What follows belongs to an exercise in optimizing a design on an open flow for small area and a short achievable clock period; a production flow would make more cautious choices.
Only simulation tests tie the RTL to the original design; equivalence was not proved.

==> flow/design.v, too long to show whole: its modules and the start of the top module <==
// module fp_add: 86 lines
// module fp_unpack: 26 lines
// module fp_mulr: 38 lines
// module mul18: 1648 lines
// module fa_cell: 6 lines
// module mlt_cplx: 28 lines
module mlt_cplx(in1, in2, op, clock);
  // ...
==> flow/run.sh <==
#!/bin/bash
# synth_recipe.tcl (not shown) runs the flow's synth.tcl, then flattens the netlist and writes it again
# the make line also repeats each setting of config.mk as NAME=value (left out here)
make -C /OpenROAD-flow-scripts/flow DESIGN_CONFIG=/design/flow/config.mk WORK_HOME=/design/flow/orfs CLKGATE_MAP_FILE= SYNTH_SCRIPT=/design/flow/synth_recipe.tcl finish
==> flow/config.mk <==
export PLATFORM = sky130hd
export DESIGN_NAME = mlt_cplx
export DESIGN_NICKNAME = mlt_cplx
export VERILOG_FILES = /design/flow/design.v
export SDC_FILE = /design/flow/constraint.sdc
export NUM_CORES = 8
export LEC_CHECK = 0
export ABC_AREA = 1
export CAP_MARGIN = 20
export CORE_MARGIN = 2
export CORE_UTILIZATION = 60
export SLEW_MARGIN = 20
export SYNTH_HIERARCHICAL = 1
==> flow/constraint.sdc <==
create_clock -name core_clock -period 35.0 [get_ports {clock}]
set_input_delay 7.0000 -clock core_clock [delete_from_list [all_inputs] [get_ports {clock}]]
set_output_delay 7.0000 -clock core_clock [all_outputs]
set_load 0.01 [all_outputs]
==> results_tabular.tex, run 1 <==
\begin{tabular}{lr}
\hline
Metric & Value \\
\hline
\multicolumn{2}{l}{\textbf{Outcome}} \\
\quad Run status & complete, no violations \\
\multicolumn{2}{l}{\textbf{Worst setup path}} \\
\quad Worst setup startpoint & p\_rr[18] \\
\quad Maximum fanout along the worst path & 53 \\
\quad Crit path depth & 60 \\
\quad Largest stage delay, worst path & 0.60 ns \\
\multicolumn{2}{l}{\textbf{Floorplanning}} \\
\quad Area of the placeable core & 118,000 um\^{}2 \\
\multicolumn{2}{l}{\textbf{Finish}} \\
\quad Highest-count cells in the layout ignoring fill and taps & 3,457 x sky130\_fd\_sc\_hd\_\_nand2\_1, 1,350 x sky130\_fd\_sc\_hd\_\_nand3\_1, 1,116 x sky130\_fd\_sc\_hd\_\_fa\_1, 1,075 x sky130\_fd\_sc\_hd\_\_inv\_1, 611 x sky130\_fd\_sc\_hd\_\_nor2\_1 \\
\quad Total number of sequential cells & 96 \\
\quad Count of plain and timing-repair buffers in the layout & 233 \\
\quad Post-route insts no fill & 11,860 \\
\quad FILL cells & 11,271 \\
\multicolumn{2}{l}{\textbf{Timing}} \\
\quad Worst-case headroom to the max-slew limit & 23.8\% \\
\quad Tcrit/Tclk final & a little under three fifths \\
\quad Setup tns final & 0 ns \\
\multicolumn{2}{l}{\textbf{Detailed routing}} \\
\quad DR pass1 iterations & 9 \\
\quad Total via count in the routed design & 70,729 \\
\quad WL met2 & 102,000 um \\
\quad Final WL & 232,000 um \\
\quad Length of routed wiring on met1 & between 90,000 and 100,000 um \\
\multicolumn{2}{l}{\textbf{CTS}} \\
\quad Clk sinks & 96 \\
\quad Number of buffers on the longest clock path & 2 \\
\multicolumn{2}{l}{\textbf{Worst hold path}} \\
\quad Hold Path Sink & p\_ir[23] \\
\quad Cell depth of the worst hold path & 3 \\
\multicolumn{2}{l}{\textbf{GRT}} \\
\quad GRT Total Usage & 38.5\% \\
\quad Met2 GRT Util & 59.7\% \\
\multicolumn{2}{l}{\textbf{Synthesis}} \\
\quad Gate Count Post-Synth & 10,529 \\
\multicolumn{2}{l}{\textbf{Placed design}} \\
\quad Sum of net half-perimeters after detailed placement & $\sim$180,000 um \\
\quad Number of placed instances with taps included & approximately 12,000 \\
\hline
\end{tabular}
==> inputs of run 2 (changes only) <==
--- a/flow/config.mk
+++ b/flow/config.mk
@@ -9,5 +9,6 @@
 export CAP_MARGIN = 20
 export CORE_MARGIN = 2
-export CORE_UTILIZATION = 60
+export CORE_UTILIZATION = 40
+export GPL_TIMING_DRIVEN = 0
 export SLEW_MARGIN = 20
 export SYNTH_HIERARCHICAL = 1
==> run 2 against run 1 <==
Global-route usage is 10 points lower. Final area rose by 4.1%. Cell count grew 10%. Critical path type unchanged. Routed wire length is 11% higher. First-iteration DRC count shrank 10%. Still clean.
==> results_tabular.tex, run 2 <==
\begin{tabular}{lr}
\hline
Metric & Value \\
\hline
\multicolumn{2}{l}{\textbf{Detailed routing}} \\
\quad Ratio of routed vias to standard cells & 5.46 (was 5.96) \\
\quad Final WL & 257,000 um (was 232,000 um) \\
\quad Remaining DRCs & 0 (unchanged) \\
\quad DR pass1 iterations & 6 (was 9) \\
\quad Average wire per cell in the routed design & 19.6 um (about the same) \\
\quad Violation count after the first detailed-route iteration & 6,445 (was 7,167) \\
\quad Total via count in the routed design & 71,519 (was 70,729) \\
\quad ANT nets after route & 0 (unchanged) \\
\multicolumn{2}{l}{\textbf{Floorplanning}} \\
\quad Die outline area & 181,000 um\^{}2 (was 121,000 um\^{}2) \\
\quad Starting Density & 40.2\% (was 60.2\%) \\
\quad IO Count & 145 (unchanged) \\
\quad Area of the placeable core & 176,000 um\^{}2 (was 118,000 um\^{}2) \\
\quad Standard-cell rows & 154 (was 126) \\
\quad Die width & 425 um (was 348 um) \\
\quad Floorplan die height & 425 um (was 348 um) \\
\multicolumn{2}{l}{\textbf{Placed design}} \\
\quad Final weighted congestion of routability-driven global placement & 1.00 (was 1.01) \\
\quad Number of placed instances with taps included & 13,077 (was 11,842) \\
\quad Count of input and output buffers & 144 (unchanged) \\
\quad Sum of net half-perimeters after detailed placement & 219,000 um (was 182,000 um) \\
\multicolumn{2}{l}{\textbf{CTS}} \\
\quad Clock root buffer master & sky130\_fd\_sc\_hd\_\_clkbuf\_16 (unchanged) \\
\quad Clk sinks & 96 (unchanged) \\
\quad Setup fix buffers added after clock tree synthesis & 0 (unchanged) \\
\quad \# hold bufs at CTS & 0 (unchanged) \\
\quad Deepest level of the CTS H-tree & 3 (unchanged) \\
\quad Clk pin slew, worst setup/hold paths & 0.08 ns (was 0.07 ns) \\
\quad Number of buffers on the longest clock path & 2 (unchanged) \\
\quad TritonCTS clock tree & yes (unchanged) \\
\quad Number of buffers created by CTS & 9 (unchanged) \\
\quad Number of gates given a new drive strength after cts & 0 (unchanged) \\
\multicolumn{2}{l}{\textbf{GRT}} \\
\quad Congestion Overflow GR & 0 (unchanged) \\
\quad Grt met1 use & 37.9\% (was 53.4\%) \\
\quad Fraction of met3 tracks used by global routing & 2.62\% (was 7.51\%) \\
\quad Wire length of the first global-routing pass & 403,000 um (was 373,000 um) \\
\quad Met2 GRT Util & 46.1\% (was 59.7\%) \\
\quad Largest net degree at the start of global routing & 22 (was 79) \\
\quad GRT Total Usage & 28.1\% (was 38.5\%) \\
\quad Number of antenna violations at the first check in global routing & 14 (was 1) \\
\quad Via count of the first global-routing pass & 71,625 (was 69,086) \\
\quad Gr busiest metal & met2 (unchanged) \\
\multicolumn{2}{l}{\textbf{Timing}} \\
\quad Max-slew violations & 0 (unchanged) \\
\quad Highest attainable clock frequency & 0.0526 GHz (was 0.0501 GHz) \\
\quad Worst-Margin Slew & 1.21 ns (was 1.14 ns) \\
\quad Final Hold Violating Endpoints & 0 (unchanged) \\
\quad Final period demand of the worst path & 19.00 ns (was 19.96 ns) \\
\quad Tcrit/Tclk final & 54.3\% (was 57.0\%) \\
\quad Setup tns final & 0 ns (unchanged) \\
\quad Unrepaired setup endpoints after global routing & false (unchanged) \\
\quad Setup Viol. Count Final & 0 (unchanged) \\
\quad Worst-case headroom to the max-slew limit & 18.9\% (was 23.8\%) \\
\multicolumn{2}{l}{\textbf{Worst setup path}} \\
\quad Critical path's slowest cell & sky130\_fd\_sc\_hd\_\_clkdlybuf4s50\_1 (was sky130\_fd\_sc\_hd\_\_nor2\_2) \\
\quad Most common cell type on the critical path & sky130\_fd\_sc\_hd\_\_nand2\_1 (unchanged) \\
\quad Largest stage delay, worst path & 0.53 ns (was 0.60 ns) \\
\quad Maximum fanout along the worst path & 10 (was 53) \\
\quad Data arrival, critical path & 12.00 ns (was 12.96 ns) \\
\quad Critical path data required time & 28.00 ns (about the same) \\
\quad Endpoint type of the worst setup path & output port (unchanged) \\
\quad Type of the worst setup path & flop to output port (unchanged) \\
\quad Type of origin of the critical path & flop (unchanged) \\
\multicolumn{2}{l}{\textbf{Finish}} \\
\quad Fraction of layout cells with a size suffix above 1 & 8.21\% (was 7.75\%) \\
\quad Most common cell after layout, fill and taps aside & sky130\_fd\_sc\_hd\_\_nand2\_1 (unchanged) \\
\quad Final core utilization & 43.0\% (was 61.9\%) \\
\quad Syn-to-layout area delta & 7.00\% (was 2.76\%) \\
\quad FILL cells & 18,643 (was 11,271) \\
\quad Post-layout net count & 12,299 (was 11,868) \\
\quad Post-route insts no fill & 13,103 (was 11,860) \\
\quad Highest-count cells in the layout ignoring fill and taps & 3,457 x sky130\_fd\_sc\_hd\_\_nand2\_1, 1,350 x sky130\_fd\_sc\_hd\_\_nand3\_1, 1,116 x sky130\_fd\_sc\_hd\_\_fa\_1, 1,077 x sky130\_fd\_sc\_hd\_\_inv\_1, 639 x sky130\_fd\_sc\_hd\_\_nor2\_1 (was 3,457 x sky130\_fd\_sc\_hd\_\_nand2\_1, 1,350 x sky130\_fd\_sc\_hd\_\_nand3\_1, 1,116 x sky130\_fd\_sc\_hd\_\_fa\_1, 1,075 x sky130\_fd\_sc\_hd\_\_inv\_1, 611 x sky130\_fd\_sc\_hd\_\_nor2\_1) \\
\multicolumn{2}{l}{\textbf{Synthesis}} \\
\quad Cell area after technology mapping & 70,900 um\^{}2 (unchanged) \\
\quad Total number of yosys warnings & 11 (unchanged) \\
\quad Gate Count Post-Synth & 10,529 (unchanged) \\
\quad Mean instance size in the synthesized netlist & 6.73 um\^{}2 (unchanged) \\
\multicolumn{2}{l}{\textbf{Job}} \\
\quad Max-cap viol count & 0 (unchanged) \\
\multicolumn{2}{l}{\textbf{Outcome}} \\
\quad Run status & complete, no violations (unchanged) \\
\multicolumn{2}{l}{\textbf{Worst hold path}} \\
\quad Hold Crit Class & primary input to flop (unchanged) \\
\hline
\end{tabular}
[run 2: cell type report]
class | instances | area, um^2 | area share [%]
clock inverters | 7 | 93.8 | 0.124
multi-input cells | 8777 | 61900 | 81.6
inverters | 1200 | 4520 | 5.96
flip-flops and latches | 96 | 1920 | 2.54
clock buffers | 9 | 225 | 0.297
diodes | 10 | 25.0 | 0.0330
well taps | 2340 | 2930 | 3.86
plain buffers | 520 | 2800 | 3.70
repair buffers | 144 | 1440 | 1.90
[run 2: critical path: cells and delay by family (launching register included)]
family                   cells  cell delay (ns)
adder cells (fa/ha/maj)      6             1.98
AO/OA/AOI/OAI               10             2.05
AND/OR/NAND/NOR             34             3.92
flip-flops                   1             0.40
buffers and inverters       14             2.77
XOR/XNOR                     2             0.45
[run 2: path summary, 6_finish.rpt]
path                   end  depth (start not counted)  slack (ns)  startpoint
hold / removal    p_ii[23]                          3        7.41     in1[23]
setup / recovery     op[7]                         66       16.00    p_ir[18]
[run 2: layer usage]
metal	routed length (um)	vias up
li1	-	33656
met4	12600	8
met5	45	-
met1	111000	34408
met3	16400	492
met2	117000	2955
[run 2: through the flow]
step | area, um^2 | hold slack, ns | setup WS, ns
global route | 75800 | 7.47 | 14.77
finish | 75800 | 7.41 | 16.00
detailed placement | 75500 | 7.78 | 16.00
global placement | 75500 | 7.78 | 16.14
CTS | 75800 | 7.39 | 16.03
floorplan | 71100 | 7.15 | 19.11
==> inputs of run 3 (changes only) <==
--- a/flow/config.mk
+++ b/flow/config.mk
@@ -10,5 +10,4 @@
 export CORE_MARGIN = 2
 export CORE_UTILIZATION = 40
-export GPL_TIMING_DRIVEN = 0
 export SLEW_MARGIN = 20
 export SYNTH_HIERARCHICAL = 1
==> run 3 against run 2 <==
Highest routed layer is now met4. Critical path type unchanged. Final area decreased by 2.6%. Worst hold slack worse by 0.0070 ns. Die area unchanged. Critical endpoint is now op[29]. Critical path depth is 3 lower. Still clean.
==> results_tabular.tex, run 3 <==
\begin{tabular}{lr}
\hline
Metric & Value \\
\hline
\multicolumn{2}{l}{\textbf{GRT}} \\
\quad Congestion Overflow GR & 0 (unchanged) \\
\quad Via count of the first global-routing pass & 69,030 (was 71,625) \\
\quad GRT Total Usage & 27.3\% (was 28.1\%) \\
\quad Wire length of the first global-routing pass & 391,000 um (was 403,000 um) \\
\quad Largest net degree at the start of global routing & 62 (was 22) \\
\quad Number of antenna violations at the first check in global routing & 7 (was 14) \\
\multicolumn{2}{l}{\textbf{Detailed routing}} \\
\quad Average wire per cell in the routed design & 19.5 um (was 19.6 um) \\
\quad Ratio of routed vias to standard cells & 5.46 (about the same) \\
\quad ANT nets after route & 0 (unchanged) \\
\quad Remaining DRCs & 0 (unchanged) \\
\quad Total via count in the routed design & 69,206 (was 71,519) \\
\quad DR pass1 iterations & 8 (was 6) \\
\quad Violation count after the first detailed-route iteration & 5,744 (was 6,445) \\
\quad Final WL & 247,000 um (was 257,000 um) \\
\multicolumn{2}{l}{\textbf{Worst setup path}} \\
\quad Critical path data required time & 28.00 ns (about the same) \\
\quad Data arrival, critical path & 12.79 ns (was 12.00 ns) \\
\quad Worst setup startpoint & p\_rr[18] (was p\_ir[18]) \\
\quad Largest stage delay, worst path & 0.69 ns (was 0.53 ns) \\
\quad Type of origin of the critical path & flop (unchanged) \\
\quad Endpoint type of the worst setup path & output port (unchanged) \\
\quad Most common cell type on the critical path & sky130\_fd\_sc\_hd\_\_nand2\_1 (unchanged) \\
\quad Critical path's slowest cell & sky130\_fd\_sc\_hd\_\_nor2\_2 (was sky130\_fd\_sc\_hd\_\_clkdlybuf4s50\_1) \\
\quad Critical Path End & op[29] (was op[7]) \\
\quad Type of the worst setup path & flop to output port (unchanged) \\
\quad Maximum fanout along the worst path & 31 (was 10) \\
\multicolumn{2}{l}{\textbf{Synthesis}} \\
\quad Gate Count Post-Synth & 10,529 (unchanged) \\
\quad Mean instance size in the synthesized netlist & 6.73 um\^{}2 (unchanged) \\
\quad Cell area after technology mapping & 70,900 um\^{}2 (unchanged) \\
\quad Total number of yosys warnings & 11 (unchanged) \\
\multicolumn{2}{l}{\textbf{Timing}} \\
\quad Tcrit/Tclk final & 56.6\% (was 54.3\%) \\
\quad Max-slew violations & 0 (unchanged) \\
\quad Worst-case headroom to the max-slew limit & 26.3\% (was 18.9\%) \\
\quad Final Hold Violating Endpoints & 0 (unchanged) \\
\quad Unrepaired setup endpoints after global routing & false (unchanged) \\
\quad Worst-Margin Slew & 1.10 ns (was 1.21 ns) \\
\quad Final period demand of the worst path & 19.79 ns (was 19.00 ns) \\
\quad Setup tns final & 0 ns (unchanged) \\
\quad Highest attainable clock frequency & 0.0505 GHz (was 0.0526 GHz) \\
\quad Setup Viol. Count Final & 0 (unchanged) \\
\multicolumn{2}{l}{\textbf{Finish}} \\
\quad Area of all placed cells without fillers & 73,800 um\^{}2 (was 75,800 um\^{}2) \\
\quad FILL cells & 18,477 (was 18,643) \\
\quad Most common cell after layout, fill and taps aside & sky130\_fd\_sc\_hd\_\_nand2\_1 (unchanged) \\
\quad Post-layout net count & 11,866 (was 12,299) \\
\quad Fraction of layout cells with a size suffix above 1 & 7.92\% (was 8.21\%) \\
\quad Syn-to-layout area delta & 4.19\% (was 7.00\%) \\
\quad Final core utilization & 41.9\% (was 43.0\%) \\
\quad Highest-count cells in the layout ignoring fill and taps & 3,457 x sky130\_fd\_sc\_hd\_\_nand2\_1, 1,350 x sky130\_fd\_sc\_hd\_\_nand3\_1, 1,116 x sky130\_fd\_sc\_hd\_\_fa\_1, 1,062 x sky130\_fd\_sc\_hd\_\_inv\_1, 608 x sky130\_fd\_sc\_hd\_\_nor2\_1 (was 3,457 x sky130\_fd\_sc\_hd\_\_nand2\_1, 1,350 x sky130\_fd\_sc\_hd\_\_nand3\_1, 1,116 x sky130\_fd\_sc\_hd\_\_fa\_1, 1,077 x sky130\_fd\_sc\_hd\_\_inv\_1, 639 x sky130\_fd\_sc\_hd\_\_nor2\_1) \\
\multicolumn{2}{l}{\textbf{Worst hold path}} \\
\quad Cell depth of the worst hold path & 3 (unchanged) \\
\quad Source of the worst hold timing path & in1[23] (unchanged) \\
\quad Hold Crit Class & primary input to flop (unchanged) \\
\multicolumn{2}{l}{\textbf{CTS}} \\
\quad Clk pin slew, worst setup/hold paths & 0.06 ns (was 0.08 ns) \\
\quad Clock root buffer master & sky130\_fd\_sc\_hd\_\_clkbuf\_16 (unchanged) \\
\quad Setup fix buffers added after clock tree synthesis & 0 (unchanged) \\
\quad Clk sinks & 96 (unchanged) \\
\quad Number of buffers on the longest clock path & 2 (unchanged) \\
\quad TritonCTS clock tree & yes (unchanged) \\
\quad Deepest level of the CTS H-tree & 3 (unchanged) \\
\quad Number of buffers created by CTS & 9 (unchanged) \\
\quad \# hold bufs at CTS & 0 (unchanged) \\
\quad Number of gates given a new drive strength after cts & 0 (unchanged) \\
\multicolumn{2}{l}{\textbf{Placed design}} \\
\quad Sum of net half-perimeters after detailed placement & 195,000 um (was 219,000 um) \\
\quad Area post-placement & 73,500 um\^{}2 (was 75,500 um\^{}2) \\
\quad Final weighted congestion of routability-driven global placement & 0.964 (was 1.00) \\
\quad Count of input and output buffers & 144 (unchanged) \\
\multicolumn{2}{l}{\textbf{Floorplanning}} \\
\quad Die outline area & 181,000 um\^{}2 (unchanged) \\
\quad Floorplan die height & 425 um (unchanged) \\
\quad Area of the placeable core & 176,000 um\^{}2 (unchanged) \\
\quad Starting Density & 40.2\% (unchanged) \\
\quad Standard-cell rows & 154 (unchanged) \\
\quad Die width & 425 um (unchanged) \\
\quad IO Count & 145 (unchanged) \\
\multicolumn{2}{l}{\textbf{Job}} \\
\quad Max-cap viol count & 0 (unchanged) \\
\multicolumn{2}{l}{\textbf{Outcome}} \\
\quad Run status & complete, no violations (unchanged) \\
\hline
\end{tabular}
## run 3: metal layers
layer / up-vias / global-route usage [%] / share of wire (%)
li1: 32747 / - / -
met1: 33397 / 35.9 / 42
met2: 2627 / 45.0 / 46
met3: 435 / 3.69 / 7.2
met4: 0 / 11.2 / 4.8
met5: - / 0 / 0
## run 3: metrics by stage
stage | setup slack, ns | instances | hold WS (ns)
finish | 15.21 | 12664 | 7.40
global placement | 15.79 | 12644 | 7.76
floorplan | 19.11 | 10593 | 7.15
CTS | 15.22 | 12659 | 7.39
global route | 13.92 | 12662 | 7.43
detailed placement | 15.64 | 12644 | 7.77
## run 3: layout make-up
| type | instances | area [um^2] | share of cell area [%] |
|---|---|---|---|
| antenna | 5 | 12.5 | 0.0169 |
| clock buffer | 9 | 225 | 0.305 |
| clock inverter | 6 | 115 | 0.156 |
| inverter | 1200 | 4520 | 6.12 |
| multi-input combinational | 8777 | 62000 | 84.0 |
| sequential | 96 | 1920 | 2.60 |
| tap | 2340 | 2930 | 3.97 |
| timing repair buffer | 231 | 2090 | 2.84 |
## run 3: critical path: cells and delay by family (launching register included)
family	cells	cell delay (ns)
AND/OR/NAND/NOR	36	5.94
buffers and inverters	12	2.76
AO/OA/AOI/OAI	10	1.84
adder cells (fa/ha/maj)	4	1.13
flip-flops	1	0.41
XOR/XNOR	1	0.27
## run 3: how the worst min path moves through the flow
stage,to
floorplan,p_ii[23]
global placement,p_ii[23]
detailed placement,p_ii[23]
CTS,p_ii[23]
global route,p_ii[23]
finish,p_ii[23]
==> inputs of run 4 (changes only) <==
==> flow/flow/run.sh (new file) <==
#!/bin/bash
# The standard layout, with the port buffers made of plain buffers.
export BUFFER_PORTS_ARGS="-buffer_cell sky130_fd_sc_hd__buf_4"
bash standard.sh > standard.log 2>&1
==> flow/standard.sh (new file) <==
#!/bin/bash
# synth_recipe.tcl (not shown) runs the flow's synth.tcl, then flattens the netlist and writes it again
# the make line also repeats each setting of config.mk as NAME=value (left out here)
make -C /OpenROAD-flow-scripts/flow DESIGN_CONFIG=/design/flow/config.mk WORK_HOME=/design/flow/orfs CLKGATE_MAP_FILE= SYNTH_SCRIPT=/design/flow/synth_recipe.tcl "${@:-finish}"
--- a/flow/config.mk
+++ b/flow/config.mk
@@ -10,4 +10,5 @@
 export CORE_MARGIN = 2
 export CORE_UTILIZATION = 40
+export GPL_TIMING_DRIVEN = 0
 export SLEW_MARGIN = 20
 export SYNTH_HIERARCHICAL = 1
removed: flow/run.sh
==> run 4 against run 3 <==
Still clean on timing, DRC and antenna. Sequential cell count did not move. First-iteration DRC count rose by 12%. Sequential share of layout area fell by 0.056 points. Worst setup slack improved by 1.1 ns. Synthesized area did not move. Critical path depth rose by 2. Final area rose by 2.2%. Critical endpoint is now op[13].
==> results_tabular.tex, run 4 <==
\begin{tabular}{lr}
\hline
Metric & Value \\
\hline
\multicolumn{2}{l}{\textbf{CTS}} \\
\quad Number of buffers created by CTS & 9 (unchanged) \\
\quad Deepest level of the CTS H-tree & 3 (unchanged) \\
\quad Number of buffers on the longest clock path & 2 (unchanged) \\
\quad Setup fix buffers added after clock tree synthesis & 0 (unchanged) \\
\quad Number of gates given a new drive strength after cts & 0 (unchanged) \\
\quad Clk sinks & 96 (unchanged) \\
\quad \# hold bufs at CTS & 0 (unchanged) \\
\quad Clock root buffer master & sky130\_fd\_sc\_hd\_\_clkbuf\_16 (unchanged) \\
\quad TritonCTS clock tree & yes (unchanged) \\
\quad Clk pin slew, worst setup/hold paths & 0.08 ns (was 0.06 ns) \\
\multicolumn{2}{l}{\textbf{Finish}} \\
\quad Fraction of layout cells with a size suffix above 1 & 9.56\% (was 7.92\%) \\
\quad Highest-count cells in the layout ignoring fill and taps & 3,457 x sky130\_fd\_sc\_hd\_\_nand2\_1, 1,350 x sky130\_fd\_sc\_hd\_\_nand3\_1, 1,116 x sky130\_fd\_sc\_hd\_\_fa\_1, 1,077 x sky130\_fd\_sc\_hd\_\_inv\_1, 639 x sky130\_fd\_sc\_hd\_\_nor2\_1 (was 3,457 x sky130\_fd\_sc\_hd\_\_nand2\_1, 1,350 x sky130\_fd\_sc\_hd\_\_nand3\_1, 1,116 x sky130\_fd\_sc\_hd\_\_fa\_1, 1,062 x sky130\_fd\_sc\_hd\_\_inv\_1, 608 x sky130\_fd\_sc\_hd\_\_nor2\_1) \\
\quad Most common cell after layout, fill and taps aside & sky130\_fd\_sc\_hd\_\_nand2\_1 (unchanged) \\
\quad Final core utilization & 42.8\% (was 41.9\%) \\
\quad Post-layout net count & 12,300 (was 11,866) \\
\quad Syn-to-layout area delta & 6.50\% (was 4.19\%) \\
\multicolumn{2}{l}{\textbf{Detailed routing}} \\
\quad ANT nets after route & 0 (unchanged) \\
\quad Final WL & 258,000 um (was 247,000 um) \\
\quad Total via count in the routed design & 71,458 (was 69,206) \\
\quad Remaining DRCs & 0 (unchanged) \\
\quad Average wire per cell in the routed design & 19.7 um (was 19.5 um) \\
\quad Ratio of routed vias to standard cells & 5.45 (was 5.46) \\
\quad Violation count after the first detailed-route iteration & 6,427 (was 5,744) \\
\quad DR pass1 iterations & 8 (unchanged) \\
\multicolumn{2}{l}{\textbf{GRT}} \\
\quad Largest net degree at the start of global routing & 22 (was 62) \\
\quad Grt met1 use & 38.4\% (was 35.9\%) \\
\quad Number of antenna violations at the first check in global routing & 14 (was 7) \\
\quad Met2 GRT Util & 46.3\% (was 45.0\%) \\
\quad Wire length of the first global-routing pass & 404,000 um (was 391,000 um) \\
\quad Fraction of met3 tracks used by global routing & 2.39\% (was 3.69\%) \\
\quad Gr busiest metal & met2 (unchanged) \\
\quad Via count of the first global-routing pass & 70,675 (was 69,030) \\
\quad Congestion Overflow GR & 0 (unchanged) \\
\quad GRT Total Usage & 28.2\% (was 27.3\%) \\
\multicolumn{2}{l}{\textbf{Timing}} \\
\quad Final Hold Slack & 6.99 ns (was 7.40 ns) \\
\quad Worst-case headroom to the max-slew limit & 25.3\% (was 26.3\%) \\
\quad Setup tns final & 0 ns (unchanged) \\
\quad Setup Viol. Count Final & 0 (unchanged) \\
\quad Max-slew violations & 0 (unchanged) \\
\quad Worst-Margin Slew & 1.12 ns (was 1.10 ns) \\
\quad Final period demand of the worst path & 18.72 ns (was 19.79 ns) \\
\quad Highest attainable clock frequency & 0.0534 GHz (was 0.0505 GHz) \\
\quad Unrepaired setup endpoints after global routing & false (unchanged) \\
\quad Tcrit/Tclk final & 53.5\% (was 56.6\%) \\
\quad Minimum setup slack in the final design & 16.28 ns (was 15.21 ns) \\
\quad Final Hold Violating Endpoints & 0 (unchanged) \\
\multicolumn{2}{l}{\textbf{Placed design}} \\
\quad Final weighted congestion of routability-driven global placement & 1.01 (was 0.964) \\
\quad Sum of net half-perimeters after detailed placement & 220,000 um (was 195,000 um) \\
\quad Count of input and output buffers & 144 (unchanged) \\
\quad Minimum setup slack after placement & 16.65 ns (was 15.64 ns) \\
\multicolumn{2}{l}{\textbf{Synthesis}} \\
\quad Mean instance size in the synthesized netlist & 6.73 um\^{}2 (unchanged) \\
\quad Cell area after technology mapping & 70,900 um\^{}2 (unchanged) \\
\quad Gate Count Post-Synth & 10,529 (unchanged) \\
\quad Total number of yosys warnings & 11 (unchanged) \\
\multicolumn{2}{l}{\textbf{Job}} \\
\quad Max-cap viol count & 0 (unchanged) \\
\multicolumn{2}{l}{\textbf{Worst setup path}} \\
\quad Maximum fanout along the worst path & 10 (was 31) \\
\quad Endpoint type of the worst setup path & output port (unchanged) \\
\quad Critical path's slowest cell & sky130\_fd\_sc\_hd\_\_fa\_1 (was sky130\_fd\_sc\_hd\_\_nor2\_2) \\
\quad Data arrival, critical path & 11.72 ns (was 12.79 ns) \\
\quad Most common cell type on the critical path & sky130\_fd\_sc\_hd\_\_nand2\_1 (unchanged) \\
\quad Family of cells with the greatest summed delay on the critical path & simple AND/OR/NAND/NOR gates (unchanged) \\
\quad Largest stage delay, worst path & 0.49 ns (was 0.69 ns) \\
\quad Critical path data required time & 28.00 ns (about the same) \\
\quad Type of the worst setup path & flop to output port (unchanged) \\
\quad Buffers plus inverters on the worst setup path & 14 (was 12) \\
\quad Type of origin of the critical path & flop (unchanged) \\
\multicolumn{2}{l}{\textbf{Floorplanning}} \\
\quad Die width & 425 um (unchanged) \\
\quad Floorplan die height & 425 um (unchanged) \\
\quad Die outline area & 181,000 um\^{}2 (unchanged) \\
\quad Area of the placeable core & 176,000 um\^{}2 (unchanged) \\
\quad IO Count & 145 (unchanged) \\
\quad Standard-cell rows & 154 (unchanged) \\
\quad Starting Density & 40.2\% (unchanged) \\
\multicolumn{2}{l}{\textbf{Outcome}} \\
\quad Run status & complete, no violations (unchanged) \\
\multicolumn{2}{l}{\textbf{Worst hold path}} \\
\quad Hold Crit Class & primary input to flop (unchanged) \\
\hline
\end{tabular}
-- run 4: stage by stage --
step	std cells	area (um^2)
2_1_floorplan	10593	71100
3_3_place_gp	13077	75100
3_5_place_dp	13078	75100
4_1_cts	13094	75400
5_1_grt	13102	75400
6_report	13106	75500
-- run 4: per-layer routing --
metal / vias up / share of wire, %
met4: 6 / 4.6
met1: 34526 / 43
met3: 440 / 6.1
li1: 33667 / -
met2: 2819 / 46
met5: - / 0.014
-- run 4: path summary, 6_finish.rpt --
path / startpoint / to / cells after the start
max: p_ir[18] / op[13] / 65
min: in1[23] / p_ii[23] / 3
-- run 4: final cells by class --
| cell class | count | area [um^2] |
|---|---|---|
| inverters | 1200 | 4520 |
| flip-flops and latches | 96 | 1920 |
| clock inverters | 7 | 91.3 |
| repair buffers | 145 | 1090 |
| fillers | 18681 | 101000 |
| well taps | 2340 | 2930 |
| plain buffers | 520 | 2800 |
| diodes | 12 | 30.0 |
| clock buffers | 9 | 225 |
| multi-input cells | 8777 | 61900 |
-- run 4: tightest hold or removal path, stage by stage --
cell and delay (ns):
sky130_fd_sc_hd__buf_4 0.09, sky130_fd_sc_hd__xnor2_1 0.11, sky130_fd_sc_hd__nor2_1 0.11
==> inputs of run 5 (changes only) <==
==> flow/flow/run.sh (replaced) <==
#!/bin/bash
# The standard layout, with the port buffers made of plain buffers and the
# timing repair aiming for extra setup slack.
export BUFFER_PORTS_ARGS="-buffer_cell sky130_fd_sc_hd__buf_4"
export SETUP_SLACK_MARGIN=19
bash standard.sh > standard.log 2>&1
==> run 5 against run 4 <==
Cell count is 4.8% higher. Worst hold slack worse by 0.0073 ns. Sequential share of layout area is 0.34 points lower. Synthesized area stayed put. Sequential cell count stayed put. Via count is 5.5% higher. Final area is 18% higher. Critical path type unchanged. Largest cell class unchanged.
==> results_tabular.tex, run 5 <==
\begin{tabular}{lr}
\hline
Metric & Value \\
\hline
\multicolumn{2}{l}{\textbf{CTS}} \\
\quad Number of buffers on the longest clock path & 2 (unchanged) \\
\quad TritonCTS clock tree & yes (unchanged) \\
\quad Clock root buffer master & sky130\_fd\_sc\_hd\_\_clkbuf\_16 (unchanged) \\
\quad Clk sinks & 96 (unchanged) \\
\quad Deepest level of the CTS H-tree & 3 (unchanged) \\
\quad Clk pin slew, worst setup/hold paths & 0.08 ns (about the same) \\
\quad \# hold bufs at CTS & 0 (unchanged) \\
\quad Number of buffers created by CTS & 9 (unchanged) \\
\multicolumn{2}{l}{\textbf{Worst setup path}} \\
\quad Endpoint type of the worst setup path & output port (unchanged) \\
\quad Critical path data required time & 28.00 ns (about the same) \\
\quad Worst setup startpoint & p\_ir[17] (was p\_ir[18]) \\
\quad Buffers plus inverters on the worst setup path & 20 (was 14) \\
\quad Largest stage delay, worst path & 0.56 ns (was 0.49 ns) \\
\quad Type of the worst setup path & flop to output port (unchanged) \\
\quad Type of origin of the critical path & flop (unchanged) \\
\quad Critical path's slowest cell & sky130\_fd\_sc\_hd\_\_fa\_2 (was sky130\_fd\_sc\_hd\_\_fa\_1) \\
\quad Family of cells with the greatest summed delay on the critical path & simple AND/OR/NAND/NOR gates (unchanged) \\
\quad Maximum fanout along the worst path & 6 (was 10) \\
\quad Crit path depth & 74 (was 65) \\
\quad Critical Path End & op[12] (was op[13]) \\
\quad Data arrival, critical path & 9.56 ns (was 11.72 ns) \\
\multicolumn{2}{l}{\textbf{Detailed routing}} \\
\quad Remaining DRCs & 0 (unchanged) \\
\quad Total via count in the routed design & 75,401 (was 71,458) \\
\quad Final WL & 275,000 um (was 258,000 um) \\
\quad Ratio of routed vias to standard cells & 5.49 (was 5.45) \\
\quad Average wire per cell in the routed design & 20.0 um (was 19.7 um) \\
\quad ANT nets after route & 0 (unchanged) \\
\quad DR pass1 iterations & 8 (unchanged) \\
\quad Violation count after the first detailed-route iteration & 6,465 (was 6,427) \\
\multicolumn{2}{l}{\textbf{Timing}} \\
\quad Final period demand of the worst path & 16.56 ns (was 18.72 ns) \\
\quad Worst-Margin Slew & 1.14 ns (was 1.12 ns) \\
\quad Highest attainable clock frequency & 0.0604 GHz (was 0.0534 GHz) \\
\quad Max-slew violations & 0 (unchanged) \\
\quad Setup Viol. Count Final & 0 (unchanged) \\
\quad Final Hold Violating Endpoints & 0 (unchanged) \\
\quad Setup tns final & 0 ns (unchanged) \\
\quad Worst-case headroom to the max-slew limit & 23.5\% (was 25.3\%) \\
\quad Unrepaired setup endpoints after global routing & true (was false) \\
\quad Tcrit/Tclk final & 47.3\% (was 53.5\%) \\
\multicolumn{2}{l}{\textbf{Finish}} \\
\quad Final core utilization & 50.6\% (was 42.8\%) \\
\quad Fraction of layout cells with a size suffix above 1 & 27.5\% (was 9.56\%) \\
\quad FILL cells & 17,323 (was 18,681) \\
\quad Area of all placed cells without fillers & 89,100 um\^{}2 (was 75,500 um\^{}2) \\
\quad Highest-count cells in the layout ignoring fill and taps & 3,209 x sky130\_fd\_sc\_hd\_\_nand2\_1, 1,159 x sky130\_fd\_sc\_hd\_\_nand3\_1, 995 x sky130\_fd\_sc\_hd\_\_inv\_1, 888 x sky130\_fd\_sc\_hd\_\_fa\_1, 704 x sky130\_fd\_sc\_hd\_\_buf\_4 (was 3,457 x sky130\_fd\_sc\_hd\_\_nand2\_1, 1,350 x sky130\_fd\_sc\_hd\_\_nand3\_1, 1,116 x sky130\_fd\_sc\_hd\_\_fa\_1, 1,077 x sky130\_fd\_sc\_hd\_\_inv\_1, 639 x sky130\_fd\_sc\_hd\_\_nor2\_1) \\
\quad Syn-to-layout area delta & 25.8\% (was 6.50\%) \\
\quad Post-layout net count & 12,933 (was 12,300) \\
\quad Most common cell after layout, fill and taps aside & sky130\_fd\_sc\_hd\_\_nand2\_1 (unchanged) \\
\multicolumn{2}{l}{\textbf{Floorplanning}} \\
\quad Standard-cell rows & 154 (unchanged) \\
\quad Floorplan die height & 425 um (unchanged) \\
\quad IO Count & 145 (unchanged) \\
\quad Die width & 425 um (unchanged) \\
\quad Starting Density & 40.2\% (unchanged) \\
\quad Die outline area & 181,000 um\^{}2 (unchanged) \\
\quad Area of the placeable core & 176,000 um\^{}2 (unchanged) \\
\multicolumn{2}{l}{\textbf{Job}} \\
\quad Max-cap viol count & 0 (unchanged) \\
\multicolumn{2}{l}{\textbf{Placed design}} \\
\quad Count of input and output buffers & 144 (unchanged) \\
\quad Final weighted congestion of routability-driven global placement & 1.01 (unchanged) \\
\quad Area post-placement & 75,100 um\^{}2 (unchanged) \\
\quad Sum of net half-perimeters after detailed placement & 220,000 um (unchanged) \\
\multicolumn{2}{l}{\textbf{Outcome}} \\
\quad Run status & complete, no violations (unchanged) \\
\multicolumn{2}{l}{\textbf{GRT}} \\
\quad Number of antenna violations at the first check in global routing & 13 (was 14) \\
\quad Largest net degree at the start of global routing & 22 (unchanged) \\
\quad Wire length of the first global-routing pass & 417,000 um (was 404,000 um) \\
\quad GRT Total Usage & 29.2\% (was 28.2\%) \\
\quad Congestion Overflow GR & 0 (unchanged) \\
\quad Via count of the first global-routing pass & 73,649 (was 70,675) \\
\multicolumn{2}{l}{\textbf{Synthesis}} \\
\quad Gate Count Post-Synth & 10,529 (unchanged) \\
\quad Cell area after technology mapping & 70,900 um\^{}2 (unchanged) \\
\quad Total number of yosys warnings & 11 (unchanged) \\
\quad Mean instance size in the synthesized netlist & 6.73 um\^{}2 (unchanged) \\
\multicolumn{2}{l}{\textbf{Worst hold path}} \\
\quad Hold Crit Class & primary input to flop (unchanged) \\
\hline
\end{tabular}
## run 5: through the flow
step | hold slack [ns] | setup WS (ns) | cells
after floorplan | 7.15 | 19.11 | 10593
after global placement | 7.34 | 16.70 | 13077
after detailed placement | 7.34 | 16.65 | 13078
after CTS | 6.96 | 18.57 | 13446
after global routing | 6.99 | 17.88 | 13734
final | 6.98 | 18.44 | 13735
## run 5: how the worst min path moves through the flow
stage,slack [ns],end,cells after the start,start
3_3_place_gp,7.34,p_ii[23],3,in1[23]
6_report,6.98,p_ii[23],3,in1[23]
5_1_grt,6.99,p_ii[23],3,in1[23]
4_1_cts,6.96,p_ii[23],3,in1[23]
2_1_floorplan,7.15,p_ii[23],2,in1[23]
3_5_place_dp,7.34,p_ii[23],3,in1[23]
## run 5: layout make-up
type	count	area (um^2)	area share, %
multi-input cells	8780	67700	76.0
repair buffers	774	6590	7.39
plain buffers	520	4940	5.54
inverters	1200	4620	5.19
well taps	2340	2930	3.29
flip-flops and latches	96	1960	2.20
clock buffers	9	225	0.253
clock inverters	7	91.3	0.103
diodes	8	20.0	0.0225
repair inverters	1	5.00	0.00562
## run 5: metal layers
metal  share of wire [%]  track usage, %  wire, um  vias up
li1                    -               -         -    34958
met1                  42            38.7    115000    36834
met2                  47            48.2    130000     3036
met3                 6.2            2.89     17000      563
met4                 4.8            12.6     13200       10
met5               0.024               0        65        -
## run 5: what timing repair did
item	4_1_cts	5_1_grt
setup buffers	341	269
cloned	11	12
hold endpoints to repair	0	0
endpoints found under the setup margin	140	139
pin swaps	279	534
resized for setup	1294	1189
==> inputs of run 6 (changes only) <==
==> flow/flow/run.sh (replaced) <==
#!/bin/bash
# The standard layout, with the port buffers made of plain buffers and the
# timing repair aiming for extra setup slack.
export BUFFER_PORTS_ARGS="-buffer_cell sky130_fd_sc_hd__buf_4"
export SETUP_SLACK_MARGIN=16
bash standard.sh > standard.log 2>&1
==> run 6 against run 5 <==
Still clean. Sequential share of layout area increased by 0.34 points. Non-clock buffer count fell by 625. Synthesized cell count unchanged. Count of clock-buffer cells in the layout unchanged. Critical path type is now primary input to flop. Highest routed layer unchanged.
==> results_tabular.tex, run 6 <==
\begin{tabular}{lr}
\hline
Metric & Value \\
\hline
\multicolumn{2}{l}{\textbf{Worst setup path}} \\
\quad Endpoint type of the worst setup path & flop (was output port) \\
\quad Type of the worst setup path & primary input to flop (was flop to output port) \\
\quad Most common cell type on the critical path & sky130\_fd\_sc\_hd\_\_nand2\_1 \\
\quad Critical path data required time & 35.30 ns (was 28.00 ns) \\
\quad Data arrival, critical path & 18.61 ns (was 9.56 ns) \\
\quad Critical path's slowest cell & sky130\_fd\_sc\_hd\_\_clkbuf\_1 (was sky130\_fd\_sc\_hd\_\_fa\_2) \\
\quad Type of origin of the critical path & primary input (was flop) \\
\quad Maximum fanout along the worst path & 10 (was 6) \\
\quad Largest stage delay, worst path & 0.71 ns (was 0.56 ns) \\
\multicolumn{2}{l}{\textbf{Finish}} \\
\quad Most common cell after layout, fill and taps aside & sky130\_fd\_sc\_hd\_\_nand2\_1 (unchanged) \\
\quad Area of all placed cells without fillers & 75,500 um\^{}2 (was 89,100 um\^{}2) \\
\quad Post-layout net count & 12,304 (was 12,933) \\
\quad Fraction of layout cells with a size suffix above 1 & 9.74\% (was 27.5\%) \\
\quad Syn-to-layout area delta & 6.63\% (was 25.8\%) \\
\quad Highest-count cells in the layout ignoring fill and taps & 3,457 x sky130\_fd\_sc\_hd\_\_nand2\_1, 1,350 x sky130\_fd\_sc\_hd\_\_nand3\_1, 1,115 x sky130\_fd\_sc\_hd\_\_fa\_1, 1,077 x sky130\_fd\_sc\_hd\_\_inv\_1, 639 x sky130\_fd\_sc\_hd\_\_nor2\_1 (was 3,209 x sky130\_fd\_sc\_hd\_\_nand2\_1, 1,159 x sky130\_fd\_sc\_hd\_\_nand3\_1, 995 x sky130\_fd\_sc\_hd\_\_inv\_1, 888 x sky130\_fd\_sc\_hd\_\_fa\_1, 704 x sky130\_fd\_sc\_hd\_\_buf\_4) \\
\quad FILL cells & 18,677 (was 17,323) \\
\multicolumn{2}{l}{\textbf{Floorplanning}} \\
\quad IO Count & 145 (unchanged) \\
\quad Floorplan die height & 425 um (unchanged) \\
\quad Die width & 425 um (unchanged) \\
\quad Area of the placeable core & 176,000 um\^{}2 (unchanged) \\
\quad Standard-cell rows & 154 (unchanged) \\
\quad Starting Density & 40.2\% (unchanged) \\
\quad Die outline area & 181,000 um\^{}2 (unchanged) \\
\multicolumn{2}{l}{\textbf{CTS}} \\
\quad Clk pin slew, worst setup/hold paths & 0.08 ns (about the same) \\
\quad TritonCTS clock tree & yes (unchanged) \\
\quad Deepest level of the CTS H-tree & 3 (unchanged) \\
\quad Clock root buffer master & sky130\_fd\_sc\_hd\_\_clkbuf\_16 (unchanged) \\
\quad Number of buffers created by CTS & 9 (unchanged) \\
\quad Number of buffers on the longest clock path & 2 (unchanged) \\
\quad \# hold bufs at CTS & 0 (unchanged) \\
\quad Clk sinks & 96 (unchanged) \\
\multicolumn{2}{l}{\textbf{GRT}} \\
\quad Via count of the first global-routing pass & 70,675 (was 73,649) \\
\quad Largest net degree at the start of global routing & 22 (unchanged) \\
\quad GRT Total Usage & 28.2\% (was 29.2\%) \\
\quad Congestion Overflow GR & 0 (unchanged) \\
\quad Number of antenna violations at the first check in global routing & 14 (was 13) \\
\quad Wire length of the first global-routing pass & 404,000 um (was 417,000 um) \\
\multicolumn{2}{l}{\textbf{Timing}} \\
\quad Final period demand of the worst path & 18.31 ns (was 16.56 ns) \\
\quad Setup Viol. Count Final & 0 (unchanged) \\
\quad Worst-Margin Slew & 1.11 ns (was 1.14 ns) \\
\quad Max-slew violations & 0 (unchanged) \\
\quad Unrepaired setup endpoints after global routing & true (unchanged) \\
\quad Highest attainable clock frequency & 0.0546 GHz (was 0.0604 GHz) \\
\quad Worst-case headroom to the max-slew limit & 25.8\% (was 23.5\%) \\
\quad Tcrit/Tclk final & 52.3\% (was 47.3\%) \\
\quad Final Hold Violating Endpoints & 0 (unchanged) \\
\quad Setup tns final & 0 ns (unchanged) \\
\multicolumn{2}{l}{\textbf{Detailed routing}} \\
\quad Total via count in the routed design & 71,325 (was 75,401) \\
\quad Final WL & 258,000 um (was 275,000 um) \\
\quad Average wire per cell in the routed design & 19.7 um (was 20.0 um) \\
\quad ANT nets after route & 0 (unchanged) \\
\quad Violation count after the first detailed-route iteration & 6,592 (was 6,465) \\
\quad Ratio of routed vias to standard cells & 5.44 (was 5.49) \\
\quad Remaining DRCs & 0 (unchanged) \\
\quad DR pass1 iterations & 8 (unchanged) \\
\multicolumn{2}{l}{\textbf{Placed design}} \\
\quad Sum of net half-perimeters after detailed placement & 220,000 um (unchanged) \\
\quad Area post-placement & 75,100 um\^{}2 (unchanged) \\
\quad Count of input and output buffers & 144 (unchanged) \\
\quad Final weighted congestion of routability-driven global placement & 1.01 (unchanged) \\
\multicolumn{2}{l}{\textbf{Synthesis}} \\
\quad Gate Count Post-Synth & 10,529 (unchanged) \\
\quad Total number of yosys warnings & 11 (unchanged) \\
\quad Cell area after technology mapping & 70,900 um\^{}2 (unchanged) \\
\quad Mean instance size in the synthesized netlist & 6.73 um\^{}2 (unchanged) \\
\multicolumn{2}{l}{\textbf{Job}} \\
\quad Max-cap viol count & 0 (unchanged) \\
\multicolumn{2}{l}{\textbf{Outcome}} \\
\quad Run status & complete, no violations (unchanged) \\
\multicolumn{2}{l}{\textbf{Worst hold path}} \\
\quad Hold Crit Class & primary input to flop (unchanged) \\
\hline
\end{tabular}
-- run 6: worst paths after layout --
kind | startpoint | endpoint | slack [ns] | cells after the start
max | in2[18] | p_ri[16] | 16.69 | 53
min | in1[23] | p_ii[23] | 6.97 | 3
-- run 6: worst max-delay path: cells and delay by family --
family / cells / cell delay (ns)
AO/OA/AOI/OAI: 3 / 0.56
XOR/XNOR: 1 / 0.20
adder cells (fa/ha/maj): 9 / 3.93
buffers and inverters: 7 / 2.57
AND/OR/NAND/NOR: 33 / 4.31
-- run 6: area by class of cell --
class | count | area [um^2] | share of cell area [%]
multi-input cells | 8777 | 61900 | 81.9
inverters | 1200 | 4520 | 5.99
well taps | 2340 | 2930 | 3.88
plain buffers | 520 | 2810 | 3.72
flip-flops and latches | 96 | 1920 | 2.55
repair buffers | 149 | 1120 | 1.48
clock buffers | 9 | 225 | 0.298
clock inverters | 7 | 91.3 | 0.121
diodes | 8 | 20.0 | 0.0265
-- run 6: metrics by stage --
stage	instances	hold WS (ns)	worst slack (ns)	utilization (%)
6_report	13106	6.97	16.69	42.9
5_1_grt	13106	6.99	15.99	42.9
4_1_cts	13094	6.96	16.32	42.8
3_5_place_dp	13078	7.34	16.65	42.6
3_3_place_gp	13077	7.34	16.70	42.6
2_1_floorplan	10593	7.15	19.11	-
-- run 6: what timing repair did --
| action | CTS | global route |
|---|---|---|
| gates resized for setup | 0 | 26 |
| buffers inserted | 0 | 4 |
| endpoints found under the setup margin | 0 | 46 |
-- run 6: routing by layer --
| layer | vias up | wire length [um] | global-route usage, % |
|---|---|---|---|
| met3 | 434 | 15600 | 2.39 |
| met4 | 10 | 11600 | 11.5 |
| li1 | 33689 | - | - |
| met5 | - | 66 | 0 |
| met1 | 34418 | 112000 | 38.4 |
| met2 | 2774 | 118000 | 46.3 |
==> inputs of run 7 (changes only) <==
==> flow/flow/run.sh (replaced) <==
#!/bin/bash
# The standard layout, with the port buffers made of plain buffers and the
# timing repair aiming for extra setup slack.
export BUFFER_PORTS_ARGS="-buffer_cell sky130_fd_sc_hd__buf_4"
export SETUP_SLACK_MARGIN=17
bash standard.sh > standard.log 2>&1
==> run 7 against run 6 <==
Count of clock-buffer cells in the layout did not move. Critical path depth rose by 12. Worst hold slack improved by 0.016 ns. Critical path type unchanged. Largest cell class unchanged. Highest routed layer unchanged.
==> results_tabular.tex, run 7 <==
\begin{tabular}{lr}
\hline
Metric & Value \\
\hline
\multicolumn{2}{l}{\textbf{Outcome}} \\
\quad Run status & complete, no violations (unchanged) \\
\multicolumn{2}{l}{\textbf{GRT}} \\
\quad Number of antenna violations at the first check in global routing & 14 (unchanged) \\
\quad Congestion Overflow GR & 0 (unchanged) \\
\quad Largest net degree at the start of global routing & 22 (unchanged) \\
\quad Via count of the first global-routing pass & 70,710 (was 70,675) \\
\quad Wire length of the first global-routing pass & 404,000 um (about the same) \\
\quad GRT Total Usage & 28.3\% (was 28.2\%) \\
\multicolumn{2}{l}{\textbf{Worst setup path}} \\
\quad Maximum fanout along the worst path & 10 (unchanged) \\
\quad Critical path's slowest cell & sky130\_fd\_sc\_hd\_\_fa\_1 (was sky130\_fd\_sc\_hd\_\_clkbuf\_1) \\
\quad Critical path data required time & 35.30 ns (about the same) \\
\quad Endpoint type of the worst setup path & flop (unchanged) \\
\quad Type of the worst setup path & primary input to flop (unchanged) \\
\quad Most common cell type on the critical path & sky130\_fd\_sc\_hd\_\_nand2\_1 (unchanged) \\
\quad Type of origin of the critical path & primary input (unchanged) \\
\quad Data arrival, critical path & 17.67 ns (was 18.61 ns) \\
\quad Largest stage delay, worst path & 0.61 ns (was 0.71 ns) \\
\multicolumn{2}{l}{\textbf{Timing}} \\
\quad Setup tns final & 0 ns (unchanged) \\
\quad Unrepaired setup endpoints after global routing & false (was true) \\
\quad Setup Viol. Count Final & 0 (unchanged) \\
\quad Worst-Margin Slew & 1.11 ns (about the same) \\
\quad Final Hold Slack & 6.99 ns (was 6.97 ns) \\
\quad Final Hold Violating Endpoints & 0 (unchanged) \\
\quad Max-slew violations & 0 (unchanged) \\
\quad Worst-case headroom to the max-slew limit & 25.6\% (was 25.8\%) \\
\quad Highest attainable clock frequency & 0.0576 GHz (was 0.0546 GHz) \\
\quad Final period demand of the worst path & 17.36 ns (was 18.31 ns) \\
\quad Tcrit/Tclk final & 49.6\% (was 52.3\%) \\
\multicolumn{2}{l}{\textbf{Detailed routing}} \\
\quad Violation count after the first detailed-route iteration & 6,200 (was 6,592) \\
\quad Average wire per cell in the routed design & 19.7 um (about the same) \\
\quad Remaining DRCs & 0 (unchanged) \\
\quad DR pass1 iterations & 6 (was 8) \\
\quad Total via count in the routed design & 71,809 (was 71,325) \\
\quad Ratio of routed vias to standard cells & 5.46 (was 5.44) \\
\quad Final WL & 259,000 um (was 258,000 um) \\
\quad ANT nets after route & 0 (unchanged) \\
\multicolumn{2}{l}{\textbf{Floorplanning}} \\
\quad Starting Density & 40.2\% (unchanged) \\
\quad Standard-cell rows & 154 (unchanged) \\
\quad IO Count & 145 (unchanged) \\
\quad Die outline area & 181,000 um\^{}2 (unchanged) \\
\quad Area of the placeable core & 176,000 um\^{}2 (unchanged) \\
\quad Die width & 425 um (unchanged) \\
\quad Floorplan die height & 425 um (unchanged) \\
\multicolumn{2}{l}{\textbf{Worst hold path}} \\
\quad Cell depth of the worst hold path & 3 (unchanged) \\
\quad Hold Path Sink & p\_ii[23] (unchanged) \\
\quad Hold Crit Class & primary input to flop (unchanged) \\
\quad Source of the worst hold timing path & in1[23] (unchanged) \\
\multicolumn{2}{l}{\textbf{Placed design}} \\
\quad Sum of net half-perimeters after detailed placement & 220,000 um (unchanged) \\
\quad Count of input and output buffers & 144 (unchanged) \\
\quad Final weighted congestion of routability-driven global placement & 1.01 (unchanged) \\
\multicolumn{2}{l}{\textbf{CTS}} \\
\quad Clock root buffer master & sky130\_fd\_sc\_hd\_\_clkbuf\_16 (unchanged) \\
\quad Deepest level of the CTS H-tree & 3 (unchanged) \\
\quad Clk pin slew, worst setup/hold paths & 0.08 ns (about the same) \\
\quad Clk sinks & 96 (unchanged) \\
\quad Number of buffers on the longest clock path & 2 (unchanged) \\
\quad Number of buffers created by CTS & 9 (unchanged) \\
\quad TritonCTS clock tree & yes (unchanged) \\
\multicolumn{2}{l}{\textbf{Finish}} \\
\quad FILL cells & 18,629 (was 18,677) \\
\quad Syn-to-layout area delta & 7.91\% (was 6.63\%) \\
\quad Post-layout net count & 12,348 (was 12,304) \\
\quad Fraction of layout cells with a size suffix above 1 & 12.0\% (was 9.74\%) \\
\quad Highest-count cells in the layout ignoring fill and taps & 3,446 x sky130\_fd\_sc\_hd\_\_nand2\_1, 1,348 x sky130\_fd\_sc\_hd\_\_nand3\_1, 1,112 x sky130\_fd\_sc\_hd\_\_fa\_1, 1,069 x sky130\_fd\_sc\_hd\_\_inv\_1, 627 x sky130\_fd\_sc\_hd\_\_nor2\_1 (was 3,457 x sky130\_fd\_sc\_hd\_\_nand2\_1, 1,350 x sky130\_fd\_sc\_hd\_\_nand3\_1, 1,115 x sky130\_fd\_sc\_hd\_\_fa\_1, 1,077 x sky130\_fd\_sc\_hd\_\_inv\_1, 639 x sky130\_fd\_sc\_hd\_\_nor2\_1) \\
\quad Most common cell after layout, fill and taps aside & sky130\_fd\_sc\_hd\_\_nand2\_1 (unchanged) \\
\multicolumn{2}{l}{\textbf{Synthesis}} \\
\quad Total number of yosys warnings & 11 (unchanged) \\
\quad Cell area after technology mapping & 70,900 um\^{}2 (unchanged) \\
\quad Mean instance size in the synthesized netlist & 6.73 um\^{}2 (unchanged) \\
\quad Gate Count Post-Synth & 10,529 (unchanged) \\
\multicolumn{2}{l}{\textbf{Job}} \\
\quad Max-cap viol count & 0 (unchanged) \\
\hline
\end{tabular}
==> run 7: cell count changes in the layout (fill, tap and decap cells not counted), sizes merged <==
cell,previous run,this run
clkbuf,260,285
buf,418,437
diode,8,10
inv,1190,1192
clkinv,16,15
clkinvlp,1,0
==> run 7: area by class of cell <==
type,count,area [um^2],area share (%)
Tap cell,2340,2930,3.83
Sequential cell,96,1920,2.52
Clock inverter,7,91.3,0.119
Buffer,520,3040,3.98
Timing Repair Buffer,193,1460,1.91
Antenna cell,10,25.0,0.0327
Clock buffer,9,225,0.295
Multi-Input combinational cell,8777,62200,81.4
Inverter,1200,4530,5.92
==> run 7: worst max-delay path, delay by kind of cell <==
kind / cells / cell delay [ns]
AND/OR/NAND/NOR: 45 / 4.63
XOR/XNOR: 1 / 0.20
AO/OA/AOI/OAI: 4 / 0.62
buffers and inverters: 6 / 1.22
adder cells (fa/ha/maj): 9 / 3.95
==> run 7: metrics by stage <==
| step | setup WS, ns | instances | utilization [%] | cell area (um^2) |
|---|---|---|---|---|
| 2_1_floorplan | 19.11 | 10593 | - | 71100 |
| 3_3_place_gp | 16.70 | 13077 | 42.6 | 75100 |
| 3_5_place_dp | 16.65 | 13078 | 42.6 | 75100 |
| 4_1_cts | 17.00 | 13097 | 42.9 | 75500 |
| 5_1_grt | 16.97 | 13150 | 43.4 | 76500 |
| 6_report | 17.64 | 13152 | 43.4 | 76500 |
==> run 7: worst max-delay path by stage <==
stage,start,endpoint,slack (ns)
2_1_floorplan,p_ir[18],op[10],19.11
3_3_place_gp,in2[20],p_ri[16],16.70
3_5_place_dp,in2[20],p_ri[16],16.65
4_1_cts,in2[18],p_ri[16],17.00
5_1_grt,p_ii[18],op[37],16.97
6_report,in2[3],p_ri[16],17.64
==> run 7: timing repair <==
action                                  in CTS  in global routing
hold buffers                                 0                  0
setup buffers                                3                 44
resized for setup                           23                374
pin swaps                                    5                 29
endpoints found under the setup margin      46                138
gates cloned                                 0                  1
==> run 7: routing by layer <==
metal  part of all wire, %  routed length, um  vias to the layer above  track usage, %
met5                 0.019                 50                        -               0
met3                   6.3              16400                      484            2.39
met1                    43             112000                    34746            38.4
met2                    46             119000                     2811            46.3
met4                   4.7              12100                        8            11.5
li1                      -                  -                    33760               -

-- re-timing with driven ports --
How much do the figures lean on ideal ports? The routed layouts below were timed once more, with nothing changed but the port constraints.
Step 1 assumes that a clkbuf_16 drives the clock port and a buf_2 every other input.
Step 2 adds t to the input delays and takes it off the output delays; t is the mean of the earliest and latest rising clock arrival at the registers after step 1. Input paths then give back, and output paths get back, about the clock's delay inside the block.
a / b / c = ideal / step 1 / step 2; a / b = the first two.
run	t (ns)	slack for setup (ns)	worst hold slack (ns)	slew at the worst register clock pin (ns)	worst data-port slew with drivers (ns)
run 1	0.458	15.039 / 14.959 / 15.417	7.316 / 7.282 / 7.740	0.08 / 0.08	0.06
run 2	0.426	16.000 / 15.940 / 15.760	7.409 / 7.379 / 7.805	0.08 / 0.08	0.15
run 3	0.412	15.205 / 15.155 / 15.567	7.402 / 7.382 / 7.794	0.07 / 0.07	0.14
run 4	0.416	16.281 / 16.221 / 16.302	6.989 / 6.954 / 7.370	0.08 / 0.08	0.14
run 5	0.424	18.443 / 18.379 / 18.495	6.981 / 6.944 / 7.369	0.08 / 0.08	0.19
run 6	0.417	16.690 / 16.728 / 16.310	6.971 / 6.936 / 7.353	0.08 / 0.08	0.15
run 7	0.417	17.638 / 17.562 / 17.145	6.987 / 6.952 / 7.369	0.08 / 0.08	0.15
After both steps every run listed still meets setup and hold. For run 7, which loses most, drivers alone change the setup slack by -0.076 ns; drivers and shift together by -0.493 ns.
